Context: an optimization exercise on an open-source flow, tuned for small area, a short achievable clock period and few clock cycles per item. The choices shown serve that exercise and are no tape-out recipe.
RTL that was checked went through simulation tests only; none was proved equivalent to the original.
No functional check of the RTL was part of run 1.
Power and IR drop assume default switching activity.

==> flow/design.v (outline; a module is shown in full before it is edited, if it fits) <==
// module rsa_fa: 4 lines
// module rsa_han: 4 lines
// module rsa_or2: 1 lines
// module rsa_xor2: 1 lines
// module rsa_xnor2: 1 lines
// module rsa_nand2: 1 lines
// module rsa_nor2: 1 lines
// module rsa_inv: 1 lines
// module rsa_aoi21: 1 lines
// module rsa_oai21: 1 lines
// module rsa_qn: 5 lines
// module rsa_add: 1347 lines
// module rsa_mulcs: 76 lines
// module Rsa256Core: 5142 lines
module Rsa256Core (
  input          i_clk,
  input          i_rst,
  input          i_start,
  input  [255:0] i_a,
  input  [255:0] i_d,
  input  [255:0] i_n,
  output [255:0] o_a_pow_d,
  output         o_finished
);
  // ...
==> flow/flow/run.sh <==
#!/bin/bash
# Own layout flow: the standard synthesis, then the standard ORFS layout steps with
# repair_timing aiming for extra setup slack (the clock and constraints are unchanged).
set -uo pipefail
KNOBS=$(cat flow/knobs.txt 2>/dev/null || echo "SETUP_SLACK_MARGIN=10")
[[ -f flow/env.sh ]] && source flow/env.sh
bash standard.sh synth > synth.log 2>&1 || { tail -50 synth.log; exit 1; }
bash standard.sh $KNOBS finish > layout.log 2>&1 || { tail -50 layout.log; exit 1; }
==> flow/flow/env.sh <==
export BUFFER_PORTS_ARGS="-buffer_cell sky130_fd_sc_hd__buf_4"
==> flow/flow/knobs.txt <==
SETUP_SLACK_MARGIN=11.25 SLEW_MARGIN=40
==> flow/standard.sh <==
#!/bin/bash
# synth_recipe.tcl (not shown) runs the flow's synth.tcl, then flattens the netlist and writes it again
# the make line also repeats each setting of config.mk as NAME=value (left out here)
make -C /OpenROAD-flow-scripts/flow DESIGN_CONFIG=/design/flow/config.mk WORK_HOME=/design/flow/orfs CLKGATE_MAP_FILE= SYNTH_SCRIPT=/design/flow/synth_recipe.tcl "${@:-finish}"
==> flow/config.mk <==
export PLATFORM = sky130hd
export DESIGN_NAME = Rsa256Core
export DESIGN_NICKNAME = Rsa256Core
export VERILOG_FILES = /design/flow/design.v
export SDC_FILE = /design/flow/constraint.sdc
export NUM_CORES = 8
export LEC_CHECK = 0
export CAP_MARGIN = 20
export CORE_MARGIN = 2
export CORE_UTILIZATION = 40
export SETUP_SLACK_MARGIN = 0.5
export SLEW_MARGIN = 20
export SYNTH_HIERARCHICAL = 1
==> flow/constraint.sdc <==
create_clock -name core_clock -period 16.0 [get_ports {i_clk}]
set_input_delay 3.2000 -clock core_clock [delete_from_list [all_inputs] [get_ports {i_clk}]]
set_output_delay 3.2000 -clock core_clock [all_outputs]
set_load 0.01 [all_outputs]
==> results by group, run 1 <==
Placement
  – Placed cell area: around 0.21 mm²
  – Place WS: about 9500 ps

Clock tree
  – Clock latency (worst-skew pair): slightly below 1000 ps
  – Setup repair bufs after CTS: 304
  – Clock transition at path regs: approximately 60 ps

STA
  – Pins Over Slew Limit: 0
  – Tcrit/Tclk final: 30.2%
  – Skew final: 92.8 ps
  – Highest Clock Rate: between 200 and 250 MHz

Routing
  – Routed Antenna Nets: 0
  – DR WL/cell: around 37 µm
  – Pre-Repair DR Iteration Count: 6
  – Routed WL: 944000 µm

Power
  – P_leak: roughly 54 nW
  – NetSw: a little under 8 mW
  – Switch share: a little over two fifths
  – Total Power: 18.2 mW
  – Clk pwr share: 26.7%
  – Internal Power: about 10 mW

Die
  – Die Wd: 705 µm
  – TAP cells: 6475
  – Initial Util: between 40% and 50%
  – Core region area: about 0.5 mm²
  – Num rows: 257

Worst hold path
  – Worst hold path endpoint: npr[0]
  – HP Class: reg -> reg

Setup path
  – Reg2reg end: B[269]
  – WP data arrival: ~5700 ps
  – Crit end category: flip-flop
  – Largest fanout on the critical path: 9

Layout
  – Most common cell after layout, fill and taps aside: nand2_1
  – Fraction of area in registers: between 10% and 20%
  – Layout area overhead: 13.1%
  – Fill cell count: about 46000
  – Signal buf overhead: under 10%
  – Multi-In Gates: between 15000 and 20000
  – NumNets Final: between 20000 and 25000
  – Multi-input combinational area share: 69.5%

Status
  – Status: no timing/DRC/antenna violations

Run
  – Max cap viols: 0

GRT
  – Final global-route overflow total: 0
  – Layer carrying the most global-route usage: met2
==> inputs of run 2 (changes only) <==
--- a/flow/design.v
+++ b/flow/design.v
@@ -1447,44 +1447,53 @@
   input          i_rst,
   input          i_start,
   input  [255:0] i_a,
   input  [255:0] i_d,
   input  [255:0] i_n,
   output [255:0] o_a_pow_d,
   output         o_finished
 );
-  localparam OP_SQ = 2'd0, OP_MUL = 2'd1, OP_OUT = 2'd2, OP_DONE = 2'd3;
+  localparam OP_SQ = 3'd0, OP_MUL1 = 3'd1, OP_MUL3 = 3'd2, OP_PRE = 3'd3, OP_OUT = 3'd4, OP_DONE = 3'd5,
+             OP_NONE = 3'd7;
   reg         st_idle, st_cl, st_ca, st_scan, st_setup, st_mont;
   reg         ph_in, ph_nt, ph_fr;
   reg         fin_r;
-  reg  [1:0]  op;           
+  reg  [2:0]  op;           
+  reg  [2:0]  mulpend;      
+  reg         sqleft;       
+  reg         pre_bit;      
+  reg         wr_a3;        
+  reg         keepb;        
   reg         first;        
   reg  [8:0]  cnt;
   reg         last;         
-  reg  [7:0]  idx;          
+  reg  [8:0]  idx;          
   reg         scan_ph;
-  reg  [15:0] d_l1;
+  reg  [16:0] d_l1;         
   reg  [281:0] Sn, Cn;     
   reg         cinn;           
   reg  [272:0] B;          
   reg  [272:0] A;          
+  reg  [272:0] A3;         
   reg  [271:0] NT;        
   reg  [7:0]  q;          
   reg  [7:0]  dig, dign, dnx;   
   reg  [6:0]  didx;           
   reg  [7:0]  dBsn, dBcn;   
   reg         sgn;            
   reg  [15:0] F;         
   reg  [15:0] nu;             
   reg  [15:0] nlo;            
   reg  [15:0] npr;            
   assign o_a_pow_d = B[256:1];
   assign o_finished = fin_r;
-  wire dbit = d_l1[idx[3:0]];
+  wire dbit = d_l1[idx[3:0] + 1];
+  wire dbit1 = d_l1[idx[3:0]];
+  wire [256:0] dpad = {i_d, 1'b0};
   function automatic [7:0] mulk(input [7:0] x, input [7:0] y);
     mulk = x * y;
   endfunction
   wire cci = F[15] | ~cinn;
   wire [272:0] P;
   rsa_add u_add (.x(Sn[272:0]), .y(Cn[272:0]), .ci(~cci), .s(P));
   wire [7:0] qnext;
   rsa_qn u_qn (.sn(Sn[15:0]), .cn(Cn[15:0]), .cinn(cinn), .dbsn(dBsn), .dbcn(dBcn), .q(qnext));
@@ -6456,24 +6465,28 @@
   assign Vsn[288] = thc20;
   assign Vcn[288] = 1'b1;
   assign Vsn[289] = 1'b1;
   assign Vcn[289] = 1'b1;
   wire [311:0] xsb = {39'd0, B};
   wire [311:0] xsa = {39'd0, A};
   wire [7:0] dfb = xsb[didx * 8 +: 8];
   wire [7:0] dfa = xsa[didx * 8 +: 8];
-  wire [7:0] dfetch = (op == OP_SQ) ? dfb : (op == OP_MUL) ? dfa : 8'd0;
+  wire [311:0] xs3 = {39'd0, A3};
+  wire [7:0] df3 = xs3[didx * 8 +: 8];
+  wire [7:0] dfetch = (op == OP_SQ) ? dfb : (op == OP_MUL1 || op == OP_PRE) ? dfa : (op == OP_MUL3) ? df3 : 8'd0;
   wire [23:0] lowP = ~Sn[23:0] + ~Cn[23:0] + {23'd0, ~cinn};
-  wire [23:0] bnew = first ? B[23:0] : lowP;
-  wire [23:0] dfirst = (op == OP_SQ) ? bnew : (op == OP_MUL) ? A[23:0] : 24'd1;
+  wire [23:0] bnew = (first || keepb) ? B[23:0] : lowP;
+  wire [23:0] dfirst = (op == OP_SQ) ? bnew : (op == OP_MUL1 || op == OP_PRE) ? A[23:0] :
+                            (op == OP_MUL3) ? A3[23:0] : 24'd1;
   rsa_mulcs u_m0 (.a(dfirst[7:0]), .b(bnew[7:0]), .sn(m0sn), .cn(m0cn));
   wire mont_last = st_mont && (cnt == 35);
-  wire scan_done = st_scan && scan_ph && (dbit || idx == 8'd0);
-  wire d_zero = st_scan && scan_ph && !dbit && idx == 8'd0;
+  wire scan_done = st_scan && scan_ph && (dbit || idx == 9'd0);
+  wire d_zero = st_scan && scan_ph && !dbit && idx == 9'd0;
+  wire win11 = dbit && dbit1 && idx != 9'd0;
   wire nt_first = ph_nt && (cnt == 0);
   wire nmbit = npr[15];
   wire [281:0] nz = {26'd0, i_n};
   wire [281:0] n2 = {25'd0, i_n, 1'b0};
   wire [281:0] creg = (nz ^ {282{~sgn}}) | {281'd0, 1'b1};
   wire [281:0] cconv = ph_nt ? (nz & {282{nmbit}}) : last ? (n2 & {282{sgn}}) : creg;
   wire [281:0] sconv = ph_nt ? (nt_first ? 282'd0 : {9'd0, NT, 1'b0}) : {8'd0, A, 1'b0};
   always @(posedge i_clk or posedge i_rst) begin
@@ -6492,23 +6505,23 @@
       if (st_idle && i_start) ph_in <= 1'b1;
       if (st_ca && ph_in && last) begin ph_in <= 1'b0; ph_nt <= 1'b1; end
       if (st_ca && ph_nt && last) ph_nt <= 1'b0;
       if (st_setup && op == OP_DONE) ph_fr <= 1'b1;
       if (st_ca && ph_fr && last) ph_fr <= 1'b0;
     end
   end
   always @(posedge i_clk) begin
-    d_l1 <= i_d[{idx[7:4], 4'd0} +: 16];
+    d_l1 <= dpad[{idx[7:4], 4'd0} +: 17];
     if (st_idle) begin
       A <= {17'd0, i_a};
       sgn <= 1'b0;
       cnt <= 0;
       last <= 1'b0;
-      idx <= 8'd255;
+      idx <= 9'd255;
       scan_ph <= 1'b0;
       F <= 0;
       nu <= i_n[16:1];
       nlo <= i_n[15:0];
       npr <= 16'h8000;
     end
     if (st_ca) begin
       sgn <= P[272];
@@ -6522,26 +6535,37 @@
         npr <= {~nu[0], npr[15:1]};
         nu <= ({1'b0, nu} + (nu[0] ? 17'd0 : {1'b0, nlo})) >> 1;
       end
       if (ph_nt) npr <= npr << 1;
     end
     if (st_scan) begin
       scan_ph <= ~scan_ph;
       first <= 1'b1;
+      wr_a3 <= 1'b0;
+      keepb <= 1'b0;
       if (scan_ph) begin
-        if (dbit) op <= (idx == 8'd0) ? OP_OUT : OP_SQ;
-        else if (idx == 8'd0) begin op <= OP_DONE; first <= 1'b0; end
-        if (idx != 8'd0) idx <= idx - 8'd1;
+        if (dbit) begin
+          op <= (idx == 9'd0) ? OP_OUT : OP_SQ;
+          mulpend <= OP_PRE;
+          sqleft <= 1'b0;
+          pre_bit <= dbit1;
+          idx <= idx - 9'd2;
+        end else if (idx == 9'd0) begin
+          op <= OP_DONE; first <= 1'b0;
+        end else idx <= idx - 9'd1;
       end
     end
     if (st_setup) begin
       cnt <= 0;
       first <= 1'b0;
-      if (!first) B <= P;
+      if (!first && !keepb) B <= P;
+      if (wr_a3) A3 <= P;
+      wr_a3 <= 1'b0;
+      keepb <= 1'b0;
       dig <= dfirst[7:0];
       dign <= dfirst[15:8];
       dnx <= dfirst[23:16];
       didx <= 7'd3;
       dBsn <= m0sn;
       dBcn <= m0cn;
       q <= 0;
       if (op == OP_DONE) begin
@@ -6556,24 +6580,28 @@
       dig <= dign;
       dign <= dnx;
       dnx <= dfetch;
       didx <= didx + 7'd1;
       dBsn <= mmsn;
       dBcn <= mmcn;
       q <= qnext;
       if (cnt == 35) begin
-        case (op)
-          OP_SQ: if (dbit) op <= OP_MUL;
-                 else if (idx == 8'd0) op <= OP_OUT;
-                 else begin op <= OP_SQ; idx <= idx - 8'd1; end
-          OP_MUL: if (idx == 8'd0) op <= OP_OUT;
-                  else begin op <= OP_SQ; idx <= idx - 8'd1; end
-          default: op <= OP_DONE;
-        endcase
+        wr_a3 <= (op == OP_PRE);
+        keepb <= (op == OP_PRE) && !pre_bit;
+        if (op == OP_OUT) op <= OP_DONE;
+        else if (op == OP_SQ && sqleft) sqleft <= 1'b0;
+        else if (op == OP_SQ && mulpend != OP_NONE) begin op <= mulpend; mulpend <= OP_NONE; end
+        else if (idx[8]) op <= OP_OUT;
+        else begin
+          op <= OP_SQ;
+          sqleft <= win11;
+          mulpend <= !dbit ? OP_NONE : win11 ? OP_MUL3 : OP_MUL1;
+          idx <= idx - (win11 ? 9'd2 : 9'd1);
+        end
       end
     end
   end
   always @(posedge i_clk) begin
     if (st_mont) begin
       Sn <= Vsn[289:8];
       Cn <= Vcn[289:8];
       cinn <= &{Vsn[7:0], Vcn[7:0]};
==> flow/config.mk (replaced) <==
export PLATFORM = sky130hd
export DESIGN_NAME = Rsa256Core
export DESIGN_NICKNAME = Rsa256Core
export VERILOG_FILES = /design/flow/design.v
export SDC_FILE = /design/flow/constraint.sdc
export NUM_CORES = 8
export LEC_CHECK = 0
export CAP_MARGIN = 20
export CORE_MARGIN = 2
export CORE_UTILIZATION = 60
export SETUP_SLACK_MARGIN = 0.5
export SLEW_MARGIN = 20
export SYNTH_HIERARCHICAL = 1
==> run 2 against run 1 <==
  * Non-clock buffer count up 56
  * Combinational power down 95%
  * Largest cell class unchanged
  * Register-to-register slack worse by 30 ps
  * Total power down 41%
  * Clock power up 15%
  * Sequential share of layout area up 2.7 points
  * Die area down 29%
  * Largest power group is now the clock network
==> results by group, run 2 <==
STA
  – Setup-failing EPs final: 0 (unchanged)
  – Fin Setup TNS: 0 ps (unchanged)
  – Slew margin rel.: 26.3% (was 31.1%)
  – Worst slew pin tran: 1110 ps (was 1030 ps)
  – Tcrit/Tclk final: 30.4% (was 30.2%)
  – Post-layout min period: 4860 ps (was 4830 ps)
  – RSZ-0062 raised after global routing: yes (unchanged)
  – Skew final: 91.9 ps (was 92.8 ps)
  – Highest Clock Rate: 206 MHz (was 207 MHz)
  – Hold Fails Final Rpt: 0 (unchanged)
  – Pins Over Slew Limit: 0 (unchanged)
  – Setup WS post-layout: 11140 ps (was 11170 ps)

Layout
  – Biggest regs: Cn (281), Sn (281) (unchanged)
  – Most common cell after layout, fill and taps aside: nand2_1 (unchanged)
  – Layout area overhead: 12.0% (was 13.1%)
  – NumNets Final: 25700 (was 24500)
  – Most frequent cells in the layout: nand2_1 (5146), fa_1 (4371), buf_4 (1381) (was nand2_1 (5122), fa_1 (4398), buf_4 (1366))
  – Fraction of layout cells with a size suffix above 1: 16.6% (was 16.3%)

Routing
  – Iteration-0 DRC Markers: 24800 (was 20900)
  – Vias/cell: 6.99 (was 6.30)
  – DRC errors left: 0 (unchanged)
  – Pre-Repair DR Iteration Count: 9 (was 6)
  – Vias post-DR: 173000 (was 160000)
  – DR WL/cell: 38.5 µm (was 37.1 µm)
  – Routed WL: 955000 µm (was 944000 µm)
  – Routed Antenna Nets: 0 (unchanged)

Run
  – Max cap viols: 0 (unchanged)

Logic synthesis
  – Synth Area per Inst: 10.5 µm² (about the same)
  – Syn. warnings: 7 (unchanged)
  – Synthesized cell area: 0.210 mm² (was 0.196 mm²)
  – Gate Count Post-Synth: 19900 (was 18800)

Die
  – Initial Util: 60.2% (was 40.1%)
  – Die Wd: 595 µm (was 705 µm)
  – Core region area: 0.349 mm² (was 0.489 mm²)
  – Num rows: 217 (was 257)
  – Die Span Y: 595 µm (was 705 µm)
  – IO Count: 1028 (unchanged)
  – Die Area: 0.354 mm² (was 0.497 mm²)

Placement
  – Place WS: 9930 ps (was 9500 ps)
  – Post-DP HPWL: 642000 µm (was 658000 µm)
  – Number of I/O port buffers: 1027 (unchanged)
  – GP Congestion: 1.02 (was 0.985)

Setup path
  – WP data arrival: 5730 ps (was 5690 ps)
  – Largest fanout on the critical path: 8 (was 9)
  – Setup Crit Path Kind: reg -> reg (unchanged)
  – Crit end category: flip-flop (unchanged)
  – Worst Path Required: 16870 ps (was 16860 ps)
  – Setup crit start kind: flip-flop (unchanged)

GRT
  – Final global-route overflow total: 0 (unchanged)
  – Global-route wire length before repair: 1300000 µm (was 1290000 µm)
  – Largest net degree at the start of global routing: 136 (was 184)
  – Number of global-route vias before repair: 174000 (was 164000)
  – Antenna violations before repair: 110 (was 132)
  – Tot GR Track Use: 52.2% (was 36.7%)

Clock tree
  – CTS tree: built (unchanged)
  – Max Root-Sink Buffers: 4 (unchanged)
  – Clock transition at path regs: 60 ps (about the same)
  – H-tree levels: 4 (unchanged)
  – CTS root buffer: clkbuf_16 (unchanged)
  – Hold-fix buffers at CTS: 0 (unchanged)
  – Sink Count: 1831 (was 1548)
  – Clock latency (worst-skew pair): 1020 ps (was 980 ps)
  – CTS buffer count: 223 (was 197)

Power
  – PwrDens: 45.6 mW/mm² (was 81.7 mW/mm²)
  – P_leak: 99.4 nW (was 54.2 nW)
  – Max VDD drop: 0.0982 mV (was 0.0966 mV)

Status
  – Status: no timing/DRC/antenna violations (unchanged)

Worst hold path
  – HP Class: reg -> reg (unchanged)
==> run 2: cell types whose count changed in the layout (fill, tap and decap cells not counted), moves of 37 or more <==
cell       change
nor2b_1      +521
edfxtp_1     +274
o21ai_1       -48
inv_1         +37
a21oi_1      +565
a2bb2oi_1    -273
a22oi_1      -238
xnor2_1       -38
a22o_1       +274
clkbuf_16     +41
o22a_1       -252
mux4_2        +87
==> run 2: worst max-delay path: stages (launching register included) <==
cell and delay, ps:
dfxtp_1 350, ha_1 410, nand4_1 290, nor3_1 760
inv_1 90, nor4_1 700, buf_4 280, o2111ai_2 140
nand3_4 130, buf_12 170, a21oi_4 80, buf_12 160
o41ai_4 450, a31o_1 280, xnor2_2 140, mux2_2 290
==> run 2: layout make-up <==
class | count | area, µm²
multi-input cells | 15900 | 159000
fillers | 27000 | 114000
flip-flops and latches | 1831 | 44000
repair buffers | 1733 | 17100
clock buffers | 290 | 6250
well taps | 4599 | 5750
clock inverters | 128 | 1500
inverters | 213 | 815
diodes | 66 | 165
==> run 2: worst paths after layout <==
kind | start | endpoint | slack (ps) | depth (start not counted)
worst min register to register | st_cl | st_ca | 470 | 0
worst min-delay path | st_cl | st_ca | 470 | 0
max in group asynchronous | i_rst | st_mont | 13080 | 2
worst max register to register | Cn[197] | B[272] | 11140 | 15
worst max-delay path | Cn[197] | B[272] | 11140 | 15
min in group asynchronous | i_rst | ph_fr | 2350 | 2
==> run 2: where the power goes <==
part	internal, mW	leakage, nW	switching (mW)	total, mW
clock network	3.15	3.76	2.45	5.60
registers	4.73	14.4	0.00232	4.74
logic	0.173	81.2	0.206	0.379
==> run 2: through the flow <==
step	util (%)	instances	instance area, µm²	total power, mW	hold slack (ps)
2_1_floorplan	-	19900	210000	4.96	367
3_3_place_gp	62.2	23800	217000	5.23	452
3_5_place_dp	62.5	23800	218000	5.23	441
4_1_cts	66.6	24600	232000	10.6	462
5_1_grt	67.4	24700	235000	10.8	482
6_report	67.4	24800	235000	10.7	466
==> run 2: timing repair <==
action / in CTS / in global routing
endpoints found under the hold margin: 0 / 0
cloned: 44 / 52
endpoints found under the setup margin: 1547 / 846
buffers inserted: 294 / 65
resized for setup: 848 / 173
pin swaps: 12 / 91
==> run 2: metal layers <==
metal	up-vias	wire length, µm	track usage [%]
met2	16000	384000	72.5
met4	120	105000	43.1
li1	65100	-	-
met1	87900	306000	63.2
met3	4246	159000	22.2
met5	-	1090	0.297
Testbench counts of run 2, summed over its fixed seeds: cycles 318,787, ops 24.
==> inputs of run 3 (changes only) <==
--- a/flow/config.mk
+++ b/flow/config.mk
@@ -8,5 +8,5 @@
 export CAP_MARGIN = 20
 export CORE_MARGIN = 2
-export CORE_UTILIZATION = 60
+export CORE_UTILIZATION = 40
 export SETUP_SLACK_MARGIN = 0.5
 export SLEW_MARGIN = 20
==> run 3 against run 2 <==
  * Worst hold slack got worse by 36 ps
  * Clock power rose by 3.9%
  * Sequential share of layout area down 0.39 points
  * Register-to-register slack better by 100 ps
  * Combinational power shrank 1%
  * Largest cell class unchanged
  * Critical path type is now reg -> out
  * Sequential power is essentially flat
  * Wire length grew 3.1%
  * Flip-flop and latch count stayed put
  * Still clean
  * Fmax decreased by 0.64%
==> results by group, run 3 <==
Setup path
  – Critical-path cell list: buf_6 (was ha_1 -> nand4_1 -> nor3_1 -> inv_1 -> nor4_1 -> buf_4 -> o2111ai_2 -> nand3_4 -> buf_12 -> a21oi_4 -> buf_12 -> o41ai_4 -> a31o_1 -> xnor2_2 -> mux2_2)
  – Setup crit start kind: flip-flop (unchanged)
  – Crit path buffers/inverters: 1 (was 4)
  – Worst Path Required: 12800 ps (was 16870 ps)
  – WP data arrival: 1690 ps (was 5730 ps)
  – Setup Crit Path Kind: reg -> out (was reg -> reg)
  – Largest fanout on the critical path: 2 (was 8)
  – Crit end category: output port (was flip-flop)
  – CP max-delay cell: dfxtp_4 (was nor3_1)
  – Top delay family on crit path: flip-flops (was simple AND/OR/NAND/NOR gates)
  – Worst stage delay on the critical path: 510 ps (was 760 ps)

Logic synthesis
  – Synth Area per Inst: 10.5 µm² (unchanged)
  – Synthesized cell area: 0.210 mm² (unchanged)
  – Gate Count Post-Synth: 19900 (unchanged)
  – Syn. warnings: 7 (unchanged)

Layout
  – Reg area: 0.0440 mm² (unchanged)
  – Most common cell after layout, fill and taps aside: nand2_1 (unchanged)
  – Layout area overhead: 14.4% (was 12.0%)
  – NumNets Final: 25800 (was 25700)
  – Multi-input logic area: 0.160 mm² (was 0.159 mm²)
  – Fraction of layout cells with a size suffix above 1: 17.1% (was 16.6%)
  – Layout Cells excl Fill: 27200 (was 24800)
  – Design area: 0.240 mm² (was 0.235 mm²)
  – Most frequent cells in the layout: nand2_1 (5142), fa_1 (4387), a21oi_1 (1266) (was nand2_1 (5146), fa_1 (4371), buf_4 (1381))
  – Fill cell count: 47900 (was 27000)
  – Biggest regs: Cn (281), Sn (281) (unchanged)

GRT
  – Global-route wire length before repair: 1340000 µm (was 1300000 µm)
  – Antenna violations before repair: 108 (was 110)
  – Final global-route overflow total: 0 (unchanged)
  – Number of global-route vias before repair: 172000 (was 174000)
  – Largest net degree at the start of global routing: 163 (was 136)
  – Tot GR Track Use: 35.5% (was 52.2%)

Routing
  – Routed WL: 985000 µm (was 955000 µm)
  – Iteration-0 DRC Markers: 22300 (was 24800)
  – DRC errors left: 0 (unchanged)
  – Vias/cell: 6.24 (was 6.99)
  – DR WL/cell: 36.2 µm (was 38.5 µm)
  – Routed Antenna Nets: 0 (unchanged)
  – Pre-Repair DR Iteration Count: 8 (was 9)
  – Vias post-DR: 170000 (was 173000)

Die
  – Core region area: 0.522 mm² (was 0.349 mm²)
  – Die Span Y: 728 µm (was 595 µm)
  – IO Count: 1028 (unchanged)
  – Die Area: 0.530 mm² (was 0.354 mm²)
  – Num rows: 265 (was 217)
  – Initial Util: 40.2% (was 60.2%)
  – Die Wd: 728 µm (was 595 µm)

Clock tree
  – CTS buffer count: 232 (was 223)
  – Max Root-Sink Buffers: 4 (unchanged)
  – Clock transition at path regs: 60 ps (about the same)
  – CTS tree: built (unchanged)
  – Clock latency (worst-skew pair): 1070 ps (was 1020 ps)
  – H-tree levels: 4 (unchanged)
  – Sink Count: 1831 (unchanged)
  – CTS root buffer: clkbuf_16 (unchanged)

Power
  – Seq pwr share: 43.3% (was 44.2%)
  – NetSw: 2.75 mW (was 2.66 mW)
  – Internal Power: 8.18 mW (was 8.06 mW)
  – Combinational share of power: 3.4% (was 3.5%)
  – Max VDD drop: 0.0948 mV (was 0.0982 mV)
  – Clk pwr share: 53.2% (was 52.3%)
  – Switch share: 25.1% (was 24.8%)
  – PwrDens: 45.5 mW/mm² (was 45.6 mW/mm²)
  – P_leak: 100 nW (was 99.4 nW)
  – Total Power: 10.9 mW (was 10.7 mW)

Placement
  – Post-DP HPWL: 660000 µm (was 642000 µm)
  – Placed cell area: 0.221 mm² (was 0.218 mm²)
  – Number of I/O port buffers: 1027 (unchanged)
  – Placed Cells incl. Taps: 26200 (was 23800)
  – GP Congestion: 0.970 (was 1.02)

Status
  – Status: no timing/DRC/antenna violations (unchanged)

STA
  – Tcrit/Tclk final: 30.6% (was 30.4%)
  – RSZ-0062 raised after global routing: yes (unchanged)
  – Worst slew pin tran: 1080 ps (was 1110 ps)
  – Highest Clock Rate: 204 MHz (was 206 MHz)
  – Fin Setup TNS: 0 ps (unchanged)
  – Post-layout min period: 4890 ps (was 4860 ps)
  – Setup-failing EPs final: 0 (unchanged)
  – Slew margin rel.: 28.3% (was 26.3%)
  – Skew final: 127 ps (was 91.9 ps)
  – Pins Over Slew Limit: 0 (unchanged)
  – Hold Fails Final Rpt: 0 (unchanged)
  – Min Hold Slack: 430 ps (was 466 ps)

Worst hold path
  – HP Class: reg -> reg (unchanged)

Run
  – Max cap viols: 0 (unchanged)
-- run 3: area by class of cell --
cell class	count	share of cell area (%)
tap	6942	3.62
inverter	213	0.339
clock buffer	286	2.65
clock inverter	151	0.736
sequential	1831	18.3
antenna	53	0.0553
multi-input combinational	15900	66.5
timing repair buffer	1778	7.74
-- run 3: repair_timing --
action | CTS | global route
endpoints found under the setup margin | 1639 | 927
resized for setup | 1042 | 216
pin swaps | 12 | 38
buffers inserted | 317 | 76
hold buffers | 0 | 0
gates cloned | 56 | 53
-- run 3: through the flow --
| step | util (%) | worst slack, ps |
|---|---|---|
| floorplan | - | 11290 |
| global placement | 42.1 | 9160 |
| detailed placement | 42.4 | 9570 |
| CTS | 45.4 | 11090 |
| global route | 46.0 | 11110 |
| finish | 46.0 | 11110 |
-- run 3: power by group through the flow --
stage / registers (mW) / clock network, mW / logic, mW
CTS: 4.74 / 5.81 / 0.356
global route: 4.74 / 5.97 / 0.385
detailed placement: 4.88 / 0 / 0.354
floorplan: 4.88 / 0 / 0.0753
finish: 4.74 / 5.82 / 0.374
global placement: 4.88 / 0 / 0.353
-- run 3: worst paths after layout --
| kind | from | to | slack, ps | cells past startpoint |
|---|---|---|---|---|
| worst min-delay path | st_cl | st_ca | 430 | 0 |
| worst max-delay path | B[99] | o_a_pow_d[98] | 11110 | 1 |
| worst max register to register | q[2] | Cn[247] | 11240 | 13 |
| min in group asynchronous | i_rst | st_setup | 2360 | 2 |
| worst min register to register | st_cl | st_ca | 430 | 0 |
| max in group asynchronous | i_rst | ph_nt | 13130 | 2 |
-- run 3: layer usage --
layer	up-vias	share of wire (%)	global-route usage (%)
met5	-	0.053	0.154
met4	72	8.5	23.6
met3	3124	15	14.2
met2	13400	42	51.2
met1	87900	35	43.9
li1	65300	-	-

-- static timing again, ports no longer ideal --
How much do the figures lean on ideal ports? The routed layouts below were timed once more, with nothing changed but the port constraints.
Step 1: set_driving_cell puts a clkbuf_16 on i_clk and a buf_2 on each other input, an assumption about the parent block.
Step 2 adds t to the input delays and takes it off the output delays; t is the mean of the earliest and latest rising clock arrival at the registers after step 1. Input paths then give back, and output paths get back, about the clock's delay inside the block.
Slacks: ideal / step 1 / step 2; pairs: ideal / step 1.
run	t (ns)	setup slack, ns	clock arrival spread, ns
run 1	1.048	11.171 / 11.060 / 11.153	0.093 / 0.093
run 2	1.107	11.137 / 11.006 / 11.065	0.096 / 0.097
run 3	1.143	11.105 / 10.971 / 11.057	0.129 / 0.129
After both steps setup and hold are still met in every run listed. For run 2, which loses most, drivers alone change the setup slack by -0.131 ns; drivers and shift together by -0.072 ns.
